From an optimization exercise on the open Yosys and OpenROAD flow, aimed at small area, a short achievable clock period and few clock cycles per item; shortcuts taken in it are not production practice. In this exercise RTL edits were held to simulation tests only and were not proved equivalent to the original. No activity file was given, so power comes from the tool's default toggle rates.

## flow/design.v (module list and top-level ports; edited modules follow where they fit)
// module Booth_v1: 2226 lines
// module Booth_fa: 6 lines
// module Booth_ha: 6 lines
module Booth_v1 #(parameter WIDTH=32)(clk, rst, start, multiplier, multiplicand, product, done);
  // ...
==> flow/flow/run.sh <==
#!/bin/bash
# Standard layout, except that the port buffers are sky130_fd_sc_hd__buf_2 instead of the
# delay buffer buffer_ports picks by default. Full tool output goes to standard.log.
set -euo pipefail
export BUFFER_PORTS_ARGS="-buffer_cell sky130_fd_sc_hd__buf_2"
bash standard.sh > standard.log 2>&1
==> flow/standard.sh <==
#!/bin/bash
# synth_recipe.tcl (not shown) runs the flow's synth.tcl, then flattens the netlist and writes it again
# the make line also repeats each setting of config.mk as NAME=value (left out here)
make -C /OpenROAD-flow-scripts/flow DESIGN_CONFIG=/design/flow/config.mk WORK_HOME=/design/flow/orfs CLKGATE_MAP_FILE= SYNTH_SCRIPT=/design/flow/synth_recipe.tcl "${@:-finish}"
==> flow/config.mk <==
export PLATFORM = sky130hd
export DESIGN_NAME = Booth_v1
export DESIGN_NICKNAME = Booth_v1
export VERILOG_FILES = /design/flow/design.v
export SDC_FILE = /design/flow/constraint.sdc
export NUM_CORES = 4
export LEC_CHECK = 0
export ABC_AREA = 1
export CAP_MARGIN = 20
export CORE_MARGIN = 2
export CORE_UTILIZATION = 50
export PLACE_DENSITY = 0.8
export SETUP_SLACK_MARGIN = 0.25
export SLEW_MARGIN = 20
export SYNTH_HIERARCHICAL = 1
==> flow/constraint.sdc <==
create_clock -name core_clock -period 5.0 [get_ports {clk}]
set_input_delay 1.0000 -clock core_clock [delete_from_list [all_inputs] [get_ports {clk}]]
set_output_delay 1.0000 -clock core_clock [all_outputs]
set_load 0.01 [all_outputs]
==> summary.txt, run 1 <==
First-pass GRT wire length: 128300 um
CTS sink cnt: 112
GRT met2 Usage: 48.75%
Drt via density: 6.462
Routed met2 length: 37170 um
Static leakage: 11.75 nW
Detailed placement HPWL: 63010 um
Fill cell count: 4148
Most frequent cells in the layout: xor2_1 (530), o22ai_1 (484), fa_1 (434)
Die extent in x: 228.7 um
Antenna violations before repair: 3
CP max-delay cell: fa_1
Final core area utilization: 55.93%
Top-count cell post-synth: xor2_1
Post-DP Area: 0.02743 mm^2
Synth Area in Simple Gates: 3.394%
I/O pin cnt: 132
Count of sequential standard cells: 112
FF-to-FF Start: done$_SDFFE_PP0P_
Multi-input logic area: 0.02012 mm^2
Largest net degree at the start of global routing: 42
HP Start: done$_SDFFE_PP0P_
Post-synth top area cell: fa_1
Clk cell area share: 1.106%
Worst Path Required: 5.16 ns
Sw frac: 48.09%
Slew margin rel.: 57.06%
Final Hold Viols: 0
Crit Reg-Reg Endpoint: done$_SDFFE_PP0P_
Mux cell area share after synthesis: 0%
Type of element launching the critical path: input pin
Clk_skew: 0 ns
Initial detailed-routing violation count: 2626
Levels on crit path: 11
Clock slew at reported path FFs: 0.09 ns
Placed cells: 3182
Power Combinational: 16.2 mW
Final std cells w/o fill: 3201
Setup ws final: 0.3241 ns
Routability Congestion: 0.9668
CORE AREA: 0.04997 mm^2
Post-route ant nets: 0
Final setup vio count: 0
Outcome: timing/DRC/antenna clean
Die H: 228.7 um
Testbench counts, summed over its fixed seeds: cycles 2,400, items 2,400.
==> run 2: changes to the inputs <==
==> flow/flow/run.sh (replaced) <==
#!/bin/bash
# Standard layout, except that the port buffers are sky130_fd_sc_hd__buf_2 instead of the
# delay buffer buffer_ports picks by default, and that global routing's repair step downsizes
# gates on paths with positive slack (ORFS's RECOVER_POWER). Full tool output goes to
# standard.log; ORFS's own logs are under orfs/logs.
set -euo pipefail
export BUFFER_PORTS_ARGS="-buffer_cell sky130_fd_sc_hd__buf_2"
export RECOVER_POWER=100
bash standard.sh > standard.log 2>&1
--- a/flow/config.mk
+++ b/flow/config.mk
@@ -9,7 +9,5 @@
 export CAP_MARGIN = 20
 export CORE_MARGIN = 2
 export CORE_UTILIZATION = 50
-export PLACE_DENSITY = 0.8
-export SETUP_SLACK_MARGIN = 0.25
 export SLEW_MARGIN = 20
 export SYNTH_HIERARCHICAL = 1
==> run 2 against run 1 <==
Effect of this change:
- clock power down 2%
- critical path depth increased by 3
- clock-buffer cell count down 1
- routed wire length shrank 0.25%
- critical path type unchanged
- the layout now fails its checks (capacitance limit, slew limit)
- design area grew 0.58%
==> summary.txt, run 2 <==
Synth Cell Area: 0.02526 mm^2 (unchanged)
Peak VDD IR: 0.8276 mV (was 1.008 mV)
CTS sink cnt: 112 (unchanged)
GRT met2 Usage: 48.42% (was 48.75%)
Pint: 10.18 mW (was 10.39 mW)
Yosys warns: 7 (unchanged)
Worst setup path class: input pin to flop (unchanged)
Sequential group share of total power: 15.5% (was 15.3%)
Post-DP Area: 0.02793 mm^2 (was 0.02743 mm^2)
Register-to-Register Path Depth: 2 (unchanged)
GRT met3 Usage: 9.968% (was 8.071%)
Worst Path Required: 5.15 ns (was 5.16 ns)
Buffers on Ports: 131 (unchanged)
HP Start: done$_SDFFE_PP0P_ (unchanged)
Final Critical Period: 4.882 ns (was 4.676 ns)
Routed len/inst: 25.44 um (was 26.04 um)
Layout area overhead: 11.29% (was 10.65%)
Placed cells: 3252 (was 3182)
Type of element launching the critical path: input pin (unchanged)
Top-count cell post-synth: xor2_1 (unchanged)
Final Hold Viols: 0 (unchanged)
Most frequent CP cell: fa_1 (unchanged)
Design area: 0.02811 mm^2 (was 0.02795 mm^2)
CP peak stage delay: 0.54 ns (was 0.57 ns)
Async set or reset register ratio after synthesis: 0% (unchanged)
EDFF count, synth: 111 (unchanged)
Max frequency: 0.2048 GHz (was 0.2139 GHz)
Clock slew at reported path FFs: 0.09 ns (about the same)
Outcome: failed layout checks (was timing/DRC/antenna clean)
Slew margin rel.: -104.1% (was 57.06%)
Layout Check Fails: capacitance limit, slew limit
Drt via density: 6.125 (was 6.462)
Hold Path Sink: done$_SDFFE_PP0P_ (unchanged)
Die H: 228.7 um (unchanged)
Layout cells sized above 1: 14.45% (was 18.04%)
Post-synth top area cell: fa_1 (unchanged)
Max cap viols: 1 (was 0)
Synth Net Count: 3130 (unchanged)
FF-to-FF Start: done$_SDFFE_PP0P_ (unchanged)
Crit path from: multiplier[15] (was multiplier[27])
Yosys cell types: 33 (unchanged)
Top_reg_cell synth: edfxtp_1 (unchanged)
Synth area leaders: fa_1 (36%), xor2_1 (18%), edfxtp_1 (13%), o22ai_1 (12%), ha_1 (5.5%) (unchanged)
Synth cell count leaders: xor2_1 (530), o22ai_1 (495), fa_1 (452) (unchanged)
Die area: 0.05232 mm^2 (unchanged)
Crit-path cells: clkbuf_2 -> nor2_1 -> clkbuf_1 -> o21ai_2 -> clkbuf_2 -> o22ai_1 -> buf_4 -> xor2_1 -> ha_1 -> fa_1 -> fa_1 -> fa_1 -> fa_1 -> fa_1 (was buf_2 -> nor2_1 -> nor2_1 -> inv_2 -> o22ai_1 -> xor2_1 -> fa_1 -> fa_1 -> fa_1 -> fa_1 -> fa_1)
CP max-delay cell: fa_1 (unchanged)
Worst Hold Class: flop to flop (unchanged)
Static leakage: 11.89 nW (was 11.75 nW)
GRT Util Overall: 32.31% (was 32.08%)
Period utilisation layout: 97.64% (was 93.52%)
Largest net degree at the start of global routing: 113 (was 42)
GRT met1 Usage: 43.90% (was 42.82%)
Antenna violations before repair: 1 (was 3)
Routability Congestion: 0.9370 (was 0.9668)
First-pass GRT wire length: 127000 um (was 128300 um)
GRT Max-Usage Layer: met2 (unchanged)
Post-synthesis sequential element count: 112 (unchanged)
Setup ws final: 0.1179 ns (was 0.3241 ns)
Final net count: 3221 (was 3153)
Detailed placement HPWL: 64630 um (was 63010 um)
Cells after Synth: 2500 (unchanged)
RSZ-0062 raised after global routing: false (was true)
Mean Syn Cell Area: 10.10 um^2 (unchanged)
Pre-CTS WS: -0.3185 ns (was -0.2921 ns)
CORE AREA: 0.04997 mm^2 (unchanged)
Number of global-route vias before repair: 20980 (was 22090)
Residual DRC count: 0 (unchanged)
Initial core utilization: 50.55% (unchanged)
Sw frac: 48.53% (was 48.09%)
# H-tree levels: 3 (unchanged)
Crit path DAT: 5.03 ns (was 4.83 ns)
Crit Reg-Reg Endpoint: done$_SDFFE_PP0P_ (unchanged)
Root Driver: clkbuf_16 (unchanged)
Post-layout total power: 19.77 mW (was 20.02 mW)
Antenna diodes: 0 (was 1)
# hold bufs at CTS: 0 (unchanged)
TritonCTS clock tree: done (unchanged)
CP max FO: 6 (was 15)
Reg2reg setup slack: 4.39 ns (was 4.42 ns)
Final WL: 83140 um (was 83350 um)
GRT Residual Overflow: 0 (unchanged)
Post-CTS Setup Repair Bufs: 0 (was 1)
Gate power share: 80.5% (was 80.7%)
Initial detailed-routing violation count: 1793 (was 2626)
Clk latency of the worst-skew pair: 0.41 ns (about the same)
CTS max path bufs: 2 (unchanged)
Register area share after synthesis: 13.28% (unchanged)
Worst-Margin Slew: 3.061 ns (was 0.6441 ns)
Pre-antenna DRT Iters: 5 (unchanged)
Hold path cells: 2 (unchanged)
Post-synth top area share: 35.83% (unchanged)
# rows: 82 (unchanged)
Clk_skew: 0 ns (unchanged)
Vias: 20020 (was 20690)
Die extent in x: 228.7 um (unchanged)
Slew Viols, Final: 113 (was 0)
Post-route setup TNS: 0 ns (unchanged)
Most frequent cells in the layout: xor2_1 (530), o22ai_1 (495), fa_1 (452) (was xor2_1 (530), o22ai_1 (484), fa_1 (434))
Switching pwr: 9.596 mW (was 9.629 mW)
Num CTS Buffers: 9 (unchanged)
Post-route ant nets: 0 (unchanged)
Worst setup EP type: flop (unchanged)
Final std cells w/o fill: 3268 (was 3201)
Final setup vio count: 0 (unchanged)
Power per cell area: 703.5 mW/mm^2 (was 716.4 mW/mm^2)
I/O pin cnt: 132 (unchanged)
Power share of the clock group: 4.0% (was 4.1%)
Most common cell after layout, fill and taps aside: xor2_1 (unchanged)
==> run 2: cell counts after synthesis <==
No cell type changed its count.
==> run 2: Yosys stat by module (local to each module, per instance) <==
module | flip-flops and latches | times used
Booth_ha | 0 | 39
Booth_fa | 0 | 425
Booth_v1 | 112 | 1
==> run 2: area by class of cell <==
class                           instances  area (um^2)
Timing Repair Buffer                  400         3233
Tap cell                              672        840.8
Inverter                              167        626.9
Clock inverter                          7        70.07
Clock buffer                            9        225.2
Sequential cell                       112         3353
Fill cell                            4437        21860
Multi-Input combinational cell       1901        19760
==> run 2: worst max path at each step <==
stage | endpoint | slack, ns | cells past startpoint
6_report | qb32$_DFFE_PP_ | 0.12 | 14
5_1_grt | qb30$_DFFE_PP_ | 0.02 | 13
4_1_cts | qb33$_DFFE_PP_ | 0.12 | 11
3_5_place_dp | qb33$_DFFE_PP_ | -0.32 | 11
3_3_place_gp | qb30$_DFFE_PP_ | -0.31 | 12
2_1_floorplan | qb35$_DFFE_PP_ | 0.03 | 13
==> run 2: cell families after synthesis <==
kind of cell | share of synthesized area, %
AOI/OAI and AO/OA | 14.40
and+or+nand+nor | 3.394
DFF | 13.28
xor gates and xnor gates | 18.87
buffers and inverters | 8.734
adders and majority gates | 41.33
==> run 2: per-stage QoR <==
step | util (%) | hold slack, ns
finish | 56.25 | 0.4819
global route | 56.25 | 0.5310
CTS | 56.48 | 0.4796
detailed placement | 55.89 | 0.4578
global placement | 55.89 | 0.4440
floorplan | - | 0.5028
==> run 2: power groups by stage <==
stage,clock network (mW),registers [mW],logic [mW]
2_1_floorplan,0,2.95,11.9
3_3_place_gp,0,3.06,15.5
3_5_place_dp,0,3.07,16.0
4_1_cts,0.826,3.06,16.2
5_1_grt,0.839,3.12,18.1
6_report,0.799,3.06,15.9
==> run 2: per-layer routing <==
metal,wire (um),share of wire [%]
met1,34070,41
met2,36760,44
met3,9165,11
met4,3127,3.8
met5,14,0.017
==> run 2: repair_timing <==
action | in CTS | in global routing
endpoints found under the hold margin | 0 | 0
endpoints found under the setup margin | 0 | 11
gates resized for setup | 0 | 5
==> run 2: worst max-delay path, delay by kind of cell <==
kind	cells	cell delay, ns
AO/OA/AOI/OAI	2	0.33
XOR/XNOR	1	0.19
adder cells (fa/ha/maj)	6	2.61
buffers and inverters	4	0.70
AND/OR/NAND/NOR	1	0.19
==> run 3: changes to the inputs <==
==> flow/flow/run.sh (replaced) <==
#!/bin/bash
# Standard layout, except that the port buffers are sky130_fd_sc_hd__buf_1 instead of the
# delay buffer buffer_ports picks by default. Full tool output goes to standard.log.
set -euo pipefail
export BUFFER_PORTS_ARGS="-buffer_cell sky130_fd_sc_hd__buf_1"
bash standard.sh > standard.log 2>&1
--- a/flow/config.mk
+++ b/flow/config.mk
@@ -9,5 +9,6 @@
 export CAP_MARGIN = 20
 export CORE_MARGIN = 2
 export CORE_UTILIZATION = 50
+export SETUP_SLACK_MARGIN = 0.25
 export SLEW_MARGIN = 20
 export SYNTH_HIERARCHICAL = 1
==> run 3 against run 2 <==
Effect of this change:
- the run now finishes clean
- worst hold slack better by 0.0080 ns
- clock power grew 4.8%
- sequential cell count did not move
- worst setup slack gained 0.11 ns
- sequential power is essentially flat
- fmax rose by 2.3%
- non-clock buffer count is 1 higher
- synthesized cell count stayed put
- combinational power rose by 4%
- register-to-register slack better by 0.03 ns
- final cell count increased by 0.15%
- largest cell class unchanged
==> summary.txt, run 3 <==
GRT met1 Usage: 46.55% (was 43.90%)
Setup ws final: 0.2261 ns (was 0.1179 ns)
CP max FO: 11 (was 6)
Type of element launching the critical path: input pin (unchanged)
Crit Reg-Reg Endpoint: done$_SDFFE_PP0P_ (unchanged)
CORE AREA: 0.04997 mm^2 (unchanged)
Final Hold Viols: 0 (unchanged)
Num CTS Buffers: 9 (unchanged)
Fill cell count: 4346 (was 4437)
Most common cell after layout, fill and taps aside: xor2_1 (unchanged)
Number of global-route vias before repair: 21080 (was 20980)
Post-synth top area cell: fa_1 (unchanged)
Top-count cell post-synth: xor2_1 (unchanged)
Final std cells w/o fill: 3273 (was 3268)
Post-route ant nets: 0 (unchanged)
# rows: 82 (unchanged)
Final WL: 85370 um (was 83140 um)
Drt via density: 6.230 (was 6.125)
Clock slew at reported path FFs: 0.10 ns (was 0.09 ns)
Root Driver: clkbuf_16 (unchanged)
I/O pin cnt: 132 (unchanged)
Post-synth top area share: 35.83% (unchanged)
Die H: 228.7 um (unchanged)
Register area share after synthesis: 13.28% (unchanged)
Crit path DAT: 4.91 ns (was 5.03 ns)
HP Start: done$_SDFFE_PP0P_ (unchanged)
CTS max path bufs: 2 (unchanged)
Worst-Margin Slew: 0.6703 ns (was 3.061 ns)
EDFF count, synth: 111 (unchanged)
Hold path cells: 2 (unchanged)
Most frequent CP cell: fa_1 (unchanged)
Mean Syn Cell Area: 10.10 um^2 (unchanged)
# hold bufs at CTS: 0 (unchanged)
Detailed placement HPWL: 65050 um (was 64630 um)
Worst Hold Class: flop to flop (unchanged)
Top_reg_cell synth: edfxtp_1 (unchanged)
Max frequency: 0.2095 GHz (was 0.2048 GHz)
CTS sink cnt: 112 (unchanged)
Post-route setup TNS: 0 ns (unchanged)
Worst setup EP type: flop (unchanged)
Layout cells sized above 1: 17.28% (was 14.45%)
Largest net degree at the start of global routing: 44 (was 113)
Synth cell count leaders: xor2_1 (530), o22ai_1 (495), fa_1 (452) (unchanged)
Antenna violations before repair: 3 (was 1)
Routed len/inst: 26.08 um (was 25.44 um)
Initial detailed-routing violation count: 2065 (was 1793)
Slew margin rel.: 55.31% (was -104.1%)
Slew Viols, Final: 0 (was 113)
CP max-delay cell: fa_1 (unchanged)
GRT Max-Usage Layer: met2 (unchanged)
Outcome: timing/DRC/antenna clean (was failed layout checks)
Synth area leaders: fa_1 (36%), xor2_1 (18%), edfxtp_1 (13%), o22ai_1 (12%), ha_1 (5.5%) (unchanged)
Synth Cell Area: 0.02526 mm^2 (unchanged)
Power per cell area: 712.9 mW/mm^2 (was 703.5 mW/mm^2)
FF-to-FF Start: done$_SDFFE_PP0P_ (unchanged)
Final setup vio count: 0 (unchanged)
Yosys warns: 7 (unchanged)
TritonCTS clock tree: done (unchanged)
Final Critical Period: 4.774 ns (was 4.882 ns)
Die extent in x: 228.7 um (unchanged)
Period utilisation layout: 95.48% (was 97.64%)
Post-synthesis sequential element count: 112 (unchanged)
Clk_skew: 0 ns (unchanged)
Cells after Synth: 2500 (unchanged)
Crit-path cells: clkbuf_4 -> nor2_4 -> o21ai_4 -> buf_12 -> o22ai_4 -> xor2_1 -> fa_1 -> fa_1 -> fa_1 -> fa_2 -> fa_1 -> fa_2 (was clkbuf_2 -> nor2_1 -> clkbuf_1 -> o21ai_2 -> clkbuf_2 -> o22ai_1 -> buf_4 -> xor2_1 -> ha_1 -> fa_1 -> fa_1 -> fa_1 -> fa_1 -> fa_1)
Synth Net Count: 3130 (unchanged)
Most frequent cells in the layout: xor2_1 (523), o22ai_1 (475), fa_1 (427) (was xor2_1 (530), o22ai_1 (495), fa_1 (452))
Yosys cell types: 33 (unchanged)
Worst setup path class: input pin to flop (unchanged)
Die area: 0.05232 mm^2 (unchanged)
Residual DRC count: 0 (unchanged)
Register-to-Register Path Depth: 2 (unchanged)
Final core area utilization: 57.41% (was 56.25%)
Max cap viols: 0 (was 1)
Vias: 20390 (was 20020)
Buffers on Ports: 131 (unchanged)
GRT met2 Usage: 49.64% (was 48.42%)
Layout area overhead: 13.57% (was 11.29%)
Post-layout total power: 20.45 mW (was 19.77 mW)
Hold Path Sink: done$_SDFFE_PP0P_ (unchanged)
Placed cells: 3226 (was 3252)
Pre-antenna DRT Iters: 5 (unchanged)
Final net count: 3224 (was 3221)
Initial core utilization: 50.55% (unchanged)
Worst Path Required: 5.14 ns (was 5.15 ns)
RSZ-0062 raised after global routing: true (was false)
Clk latency of the worst-skew pair: 0.40 ns (was 0.41 ns)
Min Hold Slack: 0.4899 ns (was 0.4819 ns)
GRT Util Overall: 32.49% (was 32.31%)
Routability Congestion: 0.9439 (was 0.9370)
GRT met3 Usage: 7.260% (was 9.968%)
CP peak stage delay: 0.58 ns (was 0.54 ns)
Peak VDD IR: 0.9409 mV (was 0.8276 mV)
GRT Residual Overflow: 0 (unchanged)
Static leakage: 11.88 nW (was 11.89 nW)
# H-tree levels: 3 (unchanged)
Pre-CTS WS: -0.4213 ns (was -0.3185 ns)
Reg2reg setup slack: 4.42 ns (was 4.39 ns)
Design area: 0.02868 mm^2 (was 0.02811 mm^2)
Async set or reset register ratio after synthesis: 0% (unchanged)
Post-DP Area: 0.02769 mm^2 (was 0.02793 mm^2)
First-pass GRT wire length: 129300 um (was 127000 um)
-- run 3: cell types whose count changed in the layout (fill, tap and decap cells not counted), sizes merged --
cell,previous run,this run
clkinvlp,0,2
inv,171,170
diode,0,2
clkinv,3,2
o21ai,18,19
buf,326,380
clkbuf,83,30
nand2,140,141
-- run 3: worst max-delay path, delay by kind of cell --
family | cells | cell delay [ns]
buffers and inverters | 2 | 0.30
adder cells (fa/ha/maj) | 6 | 3.01
AO/OA/AOI/OAI | 2 | 0.18
XOR/XNOR | 1 | 0.27
AND/OR/NAND/NOR | 1 | 0.15
-- run 3: worst max-delay path by stage --
stage                          end  slack, ns          start  cells after the start
floorplan           qb35$_DFFE_PP_       0.22  multiplier[7]                     13
global placement    qb32$_DFFE_PP_      -0.28  multiplier[3]                     11
detailed placement  qb32$_DFFE_PP_      -0.42  multiplier[3]                     11
CTS                 qb32$_DFFE_PP_       0.26  multiplier[1]                     11
global route        qb37$_DFFE_PP_       0.15  multiplier[6]                     12
finish              qb37$_DFFE_PP_       0.23  multiplier[6]                     12
-- run 3: logic make-up (layout without fill, tap and decap cells) --
kind of cell | Yosys count | in the layout | share of synthesized area [%]
and+or+nand+nor | 209 | 210 | 3.394
other | 0 | 2 | 0
AOI/OAI and AO/OA | 585 | 586 | 14.40
buffers and inverters | 487 | 584 | 8.734
DFF | 112 | 112 | 13.28
xor gates and xnor gates | 544 | 544 | 18.87
adders and majority gates | 563 | 563 | 41.33
-- run 3: per-module statistics from Yosys (local to each module, per instance) --
module / cell area, um^2 / copies in the design
Booth_v1: 16260 / 1
Booth_fa: 20.02 / 425
Booth_ha: 12.51 / 39
-- run 3: layout make-up --
cell class	instances	area, um^2	share of cell area (%)
Sequential cell	112	3353	11.69
Tap cell	672	840.8	2.931
Inverter	167	640.6	2.233
Multi-Input combinational cell	1903	20300	70.76
Clock buffer	9	225.2	0.7852
Clock inverter	7	82.58	0.2879
Antenna cell	2	5.005	0.01745
Timing Repair Buffer	401	3239	11.29
-- run 3: per-layer routing --
layer / vias to the layer above / part of all wire [%]
met4: 0 / 2.5
li1: 8620 / -
met5: - / 0
met1: 10420 / 42
met3: 142 / 11
met2: 1213 / 44
-- run 3: report_power, final --
| group | internal, mW | total (mW) | switching (mW) |
|---|---|---|---|
| clock | 0.363 | 0.837 | 0.474 |
| combinational | 7.33 | 16.6 | 9.25 |
| sequential | 2.78 | 3.03 | 0.250 |
-- run 3: repair_timing --
action | in CTS | in global routing
cloned | 0 | 5
pin swaps | 1 | 31
gates resized for setup | 5 | 107
endpoints found under the setup margin | 31 | 34
buffers inserted | 0 | 24
==> run 4: changes to the inputs <==
==> flow/flow/run.sh (replaced) <==
#!/bin/bash
# Standard layout, except that the port buffers are sky130_fd_sc_hd__buf_2 instead of the
# delay buffer buffer_ports picks by default, and that timing-driven global placement does not
# keep its trial buffering (GPL_KEEP_OVERFLOW=0); the later repair steps buffer and size as
# needed. Full tool output goes to standard.log; ORFS's own logs are under orfs/logs.
set -euo pipefail
export BUFFER_PORTS_ARGS="-buffer_cell sky130_fd_sc_hd__buf_2"
export GPL_KEEP_OVERFLOW=0
bash standard.sh > standard.log 2>&1
==> run 4 against run 3 <==
Effect of this change:
- area after synthesis stayed put
- power shrank 2.7%
- non-clock buffer count shrank 160
- worst hold slack worse by 0.020 ns
- synthesized cell count unchanged
- via count increased by 2.3%
- largest power group unchanged
- highest routed layer unchanged
==> summary.txt, run 4 <==
Worst Hold Class: flop to flop (unchanged)
Initial core utilization: 50.55% (unchanged)
Routability Congestion: 0.8681 (was 0.9439)
Final Hold Viols: 0 (unchanged)
Max cap viols: 0 (unchanged)
Slew margin rel.: 39.39% (was 55.31%)
Power per cell area: 699.4 mW/mm^2 (was 712.9 mW/mm^2)
Peak VDD IR: 0.5442 mV (was 0.9409 mV)
Buffers on Ports: 131 (unchanged)
Max frequency: 0.2066 GHz (was 0.2095 GHz)
Clock slew at reported path FFs: 0.09 ns (was 0.10 ns)
Gate power share: 80.7% (was 81.1%)
Worst path top cell family by delay: adder cells (unchanged)
Root Driver: clkbuf_16 (unchanged)
Synth cell count leaders: xor2_1 (530), o22ai_1 (495), fa_1 (452) (unchanged)
Largest net degree at the start of global routing: 72 (was 44)
Static leakage: 11.66 nW (was 11.88 nW)
EDFF count, synth: 111 (unchanged)
RSZ-0062 raised after global routing: true (unchanged)
Most frequent CP cell: fa_1 (unchanged)
Post-synthesis sequential element count: 112 (unchanged)
Yosys warns: 7 (unchanged)
Synth Cell Area: 0.02526 mm^2 (unchanged)
CTS sink cnt: 112 (unchanged)
Type of element launching the critical path: input pin (unchanged)
GRT met3 Usage: 8.421% (was 7.260%)
Slew Viols, Final: 0 (unchanged)
CTS max path bufs: 2 (unchanged)
Die extent in x: 228.7 um (unchanged)
Number of global-route vias before repair: 21550 (was 21080)
# hold bufs at CTS: 0 (unchanged)
Mean Syn Cell Area: 10.10 um^2 (unchanged)
Worst setup path class: input pin to flop (unchanged)
Fill cell count: 4208 (was 4346)
Register area share after synthesis: 13.28% (unchanged)
GRT met2 Usage: 49.64% (unchanged)
GRT Residual Overflow: 0 (unchanged)
Top-count cell post-synth: xor2_1 (unchanged)
Vias: 20870 (was 20390)
Worst-Margin Slew: 0.9091 ns (was 0.6703 ns)
Worst setup EP type: flop (unchanged)
Initial detailed-routing violation count: 2444 (was 2065)
Pre-antenna DRT Iters: 6 (was 5)
GRT Max-Usage Layer: met2 (unchanged)
Post-synth top area cell: fa_1 (unchanged)
Antenna diodes: 0 (was 2)
Async set or reset register ratio after synthesis: 0% (unchanged)
Multi-input logic area: 0.02059 mm^2 (was 0.02030 mm^2)
Placed cells: 3000 (was 3226)
Die area: 0.05232 mm^2 (unchanged)
Final Critical Period: 4.841 ns (was 4.774 ns)
CP max FO: 19 (was 11)
Final setup vio count: 0 (unchanged)
Post-synth top area share: 35.83% (unchanged)
Post-route ant nets: 0 (unchanged)
First-pass GRT wire length: 131100 um (was 129300 um)
# rows: 82 (unchanged)
Cells after Synth: 2500 (unchanged)
Layout cells sized above 1: 17.89% (was 17.28%)
Top_reg_cell synth: edfxtp_1 (unchanged)
CP peak stage delay: 0.55 ns (was 0.58 ns)
Pint: 10.32 mW (was 10.47 mW)
Final net count: 3073 (was 3224)
Clk latency of the worst-skew pair: 0.41 ns (was 0.40 ns)
Die H: 228.7 um (unchanged)
Outcome: timing/DRC/antenna clean (unchanged)
Num CTS Buffers: 9 (unchanged)
Residual DRC count: 0 (unchanged)
Synth Net Count: 3130 (unchanged)
Antenna violations before repair: 0 (was 3)
Drt via density: 6.689 (was 6.230)
Switching pwr: 9.586 mW (was 9.977 mW)
Worst Path Buf+Inv: 3 (was 2)
Crit path DAT: 5.01 ns (was 4.91 ns)
Reg2reg setup slack: 4.45 ns (was 4.42 ns)
Crit-path cells: buf_16 -> inv_4 -> nand2_2 -> o21ai_4 -> clkbuf_16 -> o22ai_1 -> xor2_1 -> fa_1 -> fa_1 -> fa_1 -> fa_1 -> fa_1 -> fa_2 (was clkbuf_4 -> nor2_4 -> o21ai_4 -> buf_12 -> o22ai_4 -> xor2_1 -> fa_1 -> fa_1 -> fa_1 -> fa_2 -> fa_1 -> fa_2)
Layout area overhead: 12.68% (was 13.57%)
Final std cells w/o fill: 3120 (was 3273)
Final WL: 89330 um (was 85370 um)
Worst Path Required: 5.17 ns (was 5.14 ns)
Power share of the clock group: 4.0% (was 4.1%)
Min Hold Slack: 0.4697 ns (was 0.4899 ns)
CORE AREA: 0.04997 mm^2 (unchanged)
Most common cell after layout, fill and taps aside: xor2_1 (unchanged)
GRT Util Overall: 32.79% (was 32.49%)
Post-layout total power: 19.90 mW (was 20.45 mW)
Most frequent cells in the layout: xor2_1 (526), o22ai_1 (481), fa_1 (433) (was xor2_1 (523), o22ai_1 (475), fa_1 (427))
Sw frac: 48.17% (was 48.79%)
CP max-delay cell: fa_1 (unchanged)
GRT met1 Usage: 44.59% (was 46.55%)
TritonCTS clock tree: done (unchanged)
Clk_skew: 0 ns (unchanged)
# H-tree levels: 3 (unchanged)
Synth area leaders: fa_1 (36%), xor2_1 (18%), edfxtp_1 (13%), o22ai_1 (12%), ha_1 (5.5%) (unchanged)
Routed len/inst: 28.63 um (was 26.08 um)
Register area: 0.003353 mm^2 (unchanged)
I/O pin cnt: 132 (unchanged)
Yosys cell types: 33 (unchanged)
Period utilisation layout: 96.81% (was 95.48%)
Detailed placement HPWL: 54730 um (was 65050 um)
Sequential group share of total power: 15.2% (was 14.8%)
run 4: cell counts after synthesis:
Identical to the previous run, type by type.
run 4: routing by layer:
layer / share of wire, % / vias to the layer above
met2: 44 / 1666
met1: 39 / 10520
met5: 0 / -
met4: 4.6 / 0
met3: 12 / 333
li1: - / 8354
run 4: per-module statistics from Yosys (local to each module, per instance):
module	cells	times used	area [um^2]	flip-flops and latches
Booth_ha	1	39	12.51	0
Booth_v1	2036	1	16260	112
Booth_fa	1	425	20.02	0
run 4: metrics by stage:
| step | worst slack, ns | setup TNS [ns] | util [%] | area, um^2 |
|---|---|---|---|---|
| floorplan | 0.2172 | 0 | - | 25670 |
| global placement | -2.898 | -209.87 | 50.87 | 25420 |
| detailed placement | -1.685 | -100.13 | 52.05 | 26010 |
| CTS | 0.2560 | 0 | 55.17 | 27570 |
| global route | 0.1450 | 0 | 56.95 | 28460 |
| finish | 0.1594 | 0 | 56.95 | 28460 |
run 4: final timing paths:
kind / start / end / cells after the start
hold / removal: done$_SDFFE_PP0P_ / done$_SDFFE_PP0P_ / 2
setup reg to reg: done$_SDFFE_PP0P_ / done$_SDFFE_PP0P_ / 2
hold reg to reg: done$_SDFFE_PP0P_ / done$_SDFFE_PP0P_ / 2
setup / recovery: multiplier[7] / qb37$_DFFE_PP_ / 13
run 4: final cells by class:
| class | instances | area share (%) |
|---|---|---|
| clock inverter | 7 | 0.2506 |
| timing repair buffer | 241 | 9.172 |
| inverter | 167 | 2.669 |
| tap | 672 | 2.955 |
| timing repair inverter | 1 | 0.01759 |
| clock buffer | 9 | 0.7914 |
| multi-input combinational | 1911 | 72.36 |
| sequential | 112 | 11.78 |
run 4: power by group through the flow:
stage	logic [mW]	registers (mW)	clock network (mW)
2_1_floorplan	12.0	2.95	0
3_3_place_gp	15.1	3.05	0
3_5_place_dp	15.5	3.05	0
4_1_cts	15.9	3.04	0.812
5_1_grt	18.2	3.09	0.839
6_report	16.1	3.03	0.800
run 4: cell families after synthesis:
logic type	synth area share, %
adder cells (fa/ha/maj)	41.33
buffers and inverters	8.734
flip-flops	13.28
AO/OA/AOI/OAI	14.40
XOR/XNOR	18.87
AND/OR/NAND/NOR	3.394
run 4: what timing repair did:
action                                  CTS  global route
pin swaps                                20            30
gates cloned                             13            14
buffers inserted                         43            34
gates resized for setup                 122            90
endpoints found under the setup margin   90            55
run 4: worst min-delay path, delay by kind of cell, from the launching register on:
| family | cells | cell delay [ns] |
|---|---|---|
| AND/OR/NAND/NOR | 2 | 0.11 |
| flip-flops | 1 | 0.33 |
==> run 5: changes to the inputs <==
==> flow/flow/run.sh (replaced) <==
#!/bin/bash
# Standard layout with two changes:
# - the port buffers are sky130_fd_sc_hd__buf_2 instead of the delay buffer buffer_ports
#   picks by default;
# - synthesis is the standard flow's own script (synth_recipe.tcl, run unchanged), except that Yosys's abc
#   call reads flow/abc_area_noup.script: ORFS's area script without its upsize/dnsize steps,
#   so gate sizing is left to OpenROAD's repair steps, which see the placement.
# Full tool output goes to standard.log; ORFS's own logs are under orfs/logs.
set -euo pipefail
export BUFFER_PORTS_ARGS="-buffer_cell sky130_fd_sc_hd__buf_2"
export MY_ABC_SCRIPT="$PWD/flow/abc_area_noup.script"
{
  echo 'proc abc {args} {'
  echo '  set i [lsearch -exact $args -script]'
  echo '  if {$i >= 0} { lset args [expr {$i + 1}] $::env(MY_ABC_SCRIPT) }'
  echo '  yosys abc {*}$args'
  echo '}'
  cat synth_recipe.tcl
} > flow_synth.tcl
grep -q 'SYNTH_SCRIPT=[^ ]*synth_recipe.tcl' standard.sh
sed "s#SYNTH_SCRIPT=[^ ]*synth_recipe.tcl#SYNTH_SCRIPT=$PWD/flow_synth.tcl#" standard.sh > flow_standard.sh
bash flow_standard.sh > standard.log 2>&1
==> flow/flow/abc_area_noup.script (new file) <==
strash
dch
map -B 0.9
topo
stime -c
buffer -c
--- a/flow/config.mk
+++ b/flow/config.mk
@@ -9,6 +9,7 @@
 export CAP_MARGIN = 20
 export CORE_MARGIN = 2
 export CORE_UTILIZATION = 50
+export PLACE_DENSITY = 0.8
 export SETUP_SLACK_MARGIN = 0.25
 export SLEW_MARGIN = 20
 export SYNTH_HIERARCHICAL = 1
==> run 5 against run 4 <==
Effect of this change:
- still clean
- area after synthesis grew 9.5%
- clock skew is the same
- fmax grew 2.3%
- register-to-register slack is essentially flat
- utilization shrank 5.5 points
- design area shrank 0.86%
- worst hold slack lost 0.0025 ns
- power is essentially flat
- non-clock buffer count grew 133
- worst setup slack gained 0.11 ns
- clock power grew 6.9%
- routed wire length shrank 12%
- critical path type unchanged
==> summary.txt, run 5 <==
Outcome: timing/DRC/antenna clean (unchanged)
Pre-antenna DRT Iters: 8 (was 6)
Worst Path Required: 5.15 ns (was 5.17 ns)
Root Driver: clkbuf_16 (unchanged)
Die H: 239.2 um (was 228.7 um)
Async set or reset register ratio after synthesis: 0% (unchanged)
Placed cells: 3246 (was 3000)
Layout area overhead: 2.023% (was 12.68%)
Synth cell count leaders: xor2_1 (530), o22ai_1 (495), fa_1 (452) (unchanged)
Max cap viols: 0 (unchanged)
I/O pin cnt: 132 (unchanged)
Mean Syn Cell Area: 11.06 um^2 (was 10.10 um^2)
Buffers on Ports: 131 (unchanged)
Layout cells sized above 1: 18.83% (was 17.89%)
Clk_skew: 0 ns (unchanged)
Static leakage: 11.89 nW (was 11.66 nW)
Power per cell area: 705.8 mW/mm^2 (was 699.4 mW/mm^2)
Residual DRC count: 0 (unchanged)
Post-route ant nets: 0 (unchanged)
Pre-CTS WS: -0.2133 ns (was -1.685 ns)
Worst Hold Class: flop to flop (unchanged)
Top_reg_cell synth: edfxtp_1 (unchanged)
EDFF count, synth: 111 (unchanged)
Largest net degree at the start of global routing: 46 (was 72)
Yosys warns: 7 (unchanged)
Antenna violations before repair: 7 (was 0)
CP peak stage delay: 0.63 ns (was 0.55 ns)
Num CTS Buffers: 9 (unchanged)
Crit path DAT: 4.88 ns (was 5.01 ns)
Final setup vio count: 0 (unchanged)
First-pass GRT wire length: 121500 um (was 131100 um)
Clock slew at reported path FFs: 0.08 ns (was 0.09 ns)
Type of element launching the critical path: input pin (unchanged)
CTS max path bufs: 2 (unchanged)
Synth Area in Simple Gates: 2.937% (was 3.394%)
Post-synthesis sequential element count: 112 (unchanged)
Most common cell after layout, fill and taps aside: xor2_1 (unchanged)
Synth Area in Compound Gates: 13.13% (was 14.40%)
Period utilisation layout: 94.64% (was 96.81%)
Largest family of logic cells by synthesized area: adder cells (unchanged)
Setup ws final: 0.2679 ns (was 0.1594 ns)
Post-synth top area share: 32.72% (was 35.83%)
Worst-Margin Slew: 0.6598 ns (was 0.9091 ns)
RSZ-0062 raised after global routing: true (unchanged)
CTS sink cnt: 112 (unchanged)
XOR/XNOR share of the synthesized area: 17.23% (was 18.87%)
CP max-delay cell: fa_2 (was fa_1)
Worst setup path class: input pin to flop (unchanged)
Mux cell area share after synthesis: 0% (unchanged)
Synth area leaders: fa_1 (33%), xor2_1 (17%), edfxtp_1 (12%), o22ai_1 (11%), clkbuf_8 (9.7%) (was fa_1 (36%), xor2_1 (18%), edfxtp_1 (13%), o22ai_1 (12%), ha_1 (5.5%))
TritonCTS clock tree: done (unchanged)
Register area share after synthesis: 12.13% (was 13.28%)
Cells after Synth: 2500 (unchanged)
Post-Synth Adder-Cell Area: 37.74% (was 41.33%)
GRT Residual Overflow: 0 (unchanged)
Max frequency: 0.2113 GHz (was 0.2066 GHz)
Initial core utilization: 50.39% (was 50.55%)
Final WL: 78910 um (was 89330 um)
# hold bufs at CTS: 0 (unchanged)
Slew Viols, Final: 0 (unchanged)
Number of global-route vias before repair: 20610 (was 21550)
# rows: 86 (was 82)
Synth Net Count: 3130 (unchanged)
Die extent in x: 239.2 um (was 228.7 um)
Clk latency of the worst-skew pair: 0.41 ns (about the same)
GRT Util Overall: 27.84% (was 32.79%)
# H-tree levels: 3 (unchanged)
Top-count cell post-synth: xor2_1 (unchanged)
Detailed placement HPWL: 60620 um (was 54730 um)
Slew margin rel.: 55.75% (was 39.39%)
Crit-path cells: buf_2 -> nor2_4 -> inv_1 -> nand2_4 -> o22ai_2 -> xor2_1 -> fa_1 -> fa_2 -> fa_2 -> fa_2 -> fa_1 -> fa_1 (was buf_16 -> inv_4 -> nand2_2 -> o21ai_4 -> clkbuf_16 -> o22ai_1 -> xor2_1 -> fa_1 -> fa_1 -> fa_1 -> fa_1 -> fa_1 -> fa_2)
Routed len/inst: 24.05 um (was 28.63 um)
Min Hold Slack: 0.4673 ns (was 0.4697 ns)
Final Critical Period: 4.732 ns (was 4.841 ns)
Routability Congestion: 1.006 (was 0.8681)
Drt via density: 6.273 (was 6.689)
Final std cells w/o fill: 3281 (was 3120)
Post-synth top area cell: fa_1 (unchanged)
Final core area utilization: 51.41% (was 56.95%)
CORE AREA: 0.05488 mm^2 (was 0.04997 mm^2)
Final Hold Viols: 0 (unchanged)
Vias: 20580 (was 20870)
Worst setup EP type: flop (unchanged)
Initial detailed-routing violation count: 2850 (was 2444)
Final net count: 3197 (was 3073)
Peak VDD IR: 0.4857 mV (was 0.5442 mV)
CP max FO: 9 (was 19)
Die area: 0.05720 mm^2 (was 0.05232 mm^2)
Yosys cell types: 27 (was 33)
Fill cell count: 4777 (was 4208)
Synth Cell Area: 0.02765 mm^2 (was 0.02526 mm^2)
Most frequent cells in the layout: xor2_1 (529), o22ai_1 (487), fa_1 (430) (was xor2_1 (526), o22ai_1 (481), fa_1 (433))
-- run 5: cell count changes after synthesis, sizes merged --
cell	delta
buf	-79
clkbuf	+79
-- run 5: where the power goes --
group	switching, mW	internal, mW	leakage (nW)	total [mW]
logic	8.83	7.22	10.6	16.1
registers	0.224	2.78	1.09	3.00
clock network	0.415	0.439	0.152	0.855
total	9.47	10.4	11.9	19.9
-- run 5: Yosys stat by module (local to each module, per instance) --
module    flops+latches  copies in the design  cell area [um^2]
Booth_ha              0                    39             12.51
Booth_v1            112                     1             18660
Booth_fa              0                   425             20.02
-- run 5: layer usage --
| metal | track usage [%] | routed length [um] |
|---|---|---|
| met1 | 37.83 | 29710 |
| met3 | 7.376 | 10530 |
| met2 | 41.91 | 35010 |
| met4 | 12.20 | 3646 |
| met5 | 0 | 12 |
-- run 5: path summary, 6_finish.rpt --
check | from | endpoint | slack (ns) | depth (start not counted)
setup / recovery | multiplier[1] | qb30$_DFFE_PP_ | 0.27 | 12
hold / removal | done$_SDFFE_PP0P_ | done$_SDFFE_PP0P_ | 0.47 | 2
setup reg to reg | done$_SDFFE_PP0P_ | done$_SDFFE_PP0P_ | 4.46 | 2
hold reg to reg | done$_SDFFE_PP0P_ | done$_SDFFE_PP0P_ | 0.47 | 2
-- run 5: cells by family (layout without fill, tap and decap cells) --
kind of cell / after synthesis / count (layout)
AO/OA/AOI/OAI: 585 / 587
XOR/XNOR: 544 / 544
adder cells (fa/ha/maj): 563 / 563
buffers and inverters: 487 / 556
flip-flops: 112 / 112
other: 0 / 6
AND/OR/NAND/NOR: 209 / 209
-- run 5: cell type report --
cell class / count / area, um^2 / share of cell area, %
inverter: 167 / 640.6 / 2.271
timing repair buffer: 374 / 3007 / 10.66
clock buffer: 9 / 225.2 / 0.7983
clock inverter: 6 / 90.09 / 0.3193
multi-input combinational: 1903 / 20000 / 70.89
tap: 704 / 880.8 / 3.122
antenna: 6 / 15.01 / 0.05322
sequential: 112 / 3353 / 11.89
-- run 5: what timing repair did --
item	in CTS	in global routing
pin swaps	0	19
buffers inserted	0	12
gates resized for setup	3	53
endpoints found under the setup margin	3	42
cloned	0	2
endpoints found under the hold margin	0	0
-- run 5: per-stage QoR --
step | area (um^2) | power, mW | setup TNS [ns]
after floorplan | 27830 | 15.08 | 0
after global placement | 27540 | 18.01 | -1.977
after detailed placement | 27540 | 18.98 | -4.079
after CTS | 27870 | 19.91 | 0
after global routing | 28210 | 22.18 | 0
final | 28210 | 19.91 | 0
-- run 5: critical path, delay by kind of cell --
family                     cells  cell delay (ns)
AOI/OAI and AO/OA              1             0.10
and+or+nand+nor                2             0.32
buffers and inverters          2             0.23
xor gates and xnor gates       1             0.19
adders and majority gates      6             3.02

==> port drivers added, routing unchanged <==
The results above use ideal ports. As a check the final layouts listed here were re-extracted and re-timed, cells and wires unchanged. Step 1 (the two cells are an assumption about what drives the block):
set clk [get_ports {clk}]
set_driving_cell -lib_cell sky130_fd_sc_hd__clkbuf_16 $clk
set_driving_cell -lib_cell sky130_fd_sc_hd__buf_2 [delete_from_list [all_inputs] $clk]
Step 2 times the ports against the registers' clock, not the clock port: input delays grow and output delays shrink by t, the midpoint of the rising clock arrivals with the driver on. a / b / c = no drivers / after step 1 / after step 2; a / b = the first two.
run	shift t [ns]	slack for setup (ns)	worst setup path after step 2	latest minus earliest clock arrival (ns)	worst register clock-pin slew, ns
run 1	0.464	0.324 / 0.332 / -0.131	input to register	0.017 / 0.017	0.10 / 0.10
run 2	0.467	0.118 / 0.152 / -0.315	input to register	0.018 / 0.018	0.09 / 0.09
run 3	0.469	0.226 / 0.262 / -0.206	input to register	0.026 / 0.027	0.11 / 0.11
run 4	0.471	0.159 / 0.035 / -0.436	input to register	0.022 / 0.022	0.10 / 0.10
run 5	0.473	0.268 / 0.288 / -0.184	input to register	0.029 / 0.029	0.10 / 0.10
The setup slack of run 4, which loses most, moves by -0.124 ns with the drivers and by -0.595 ns with both steps.
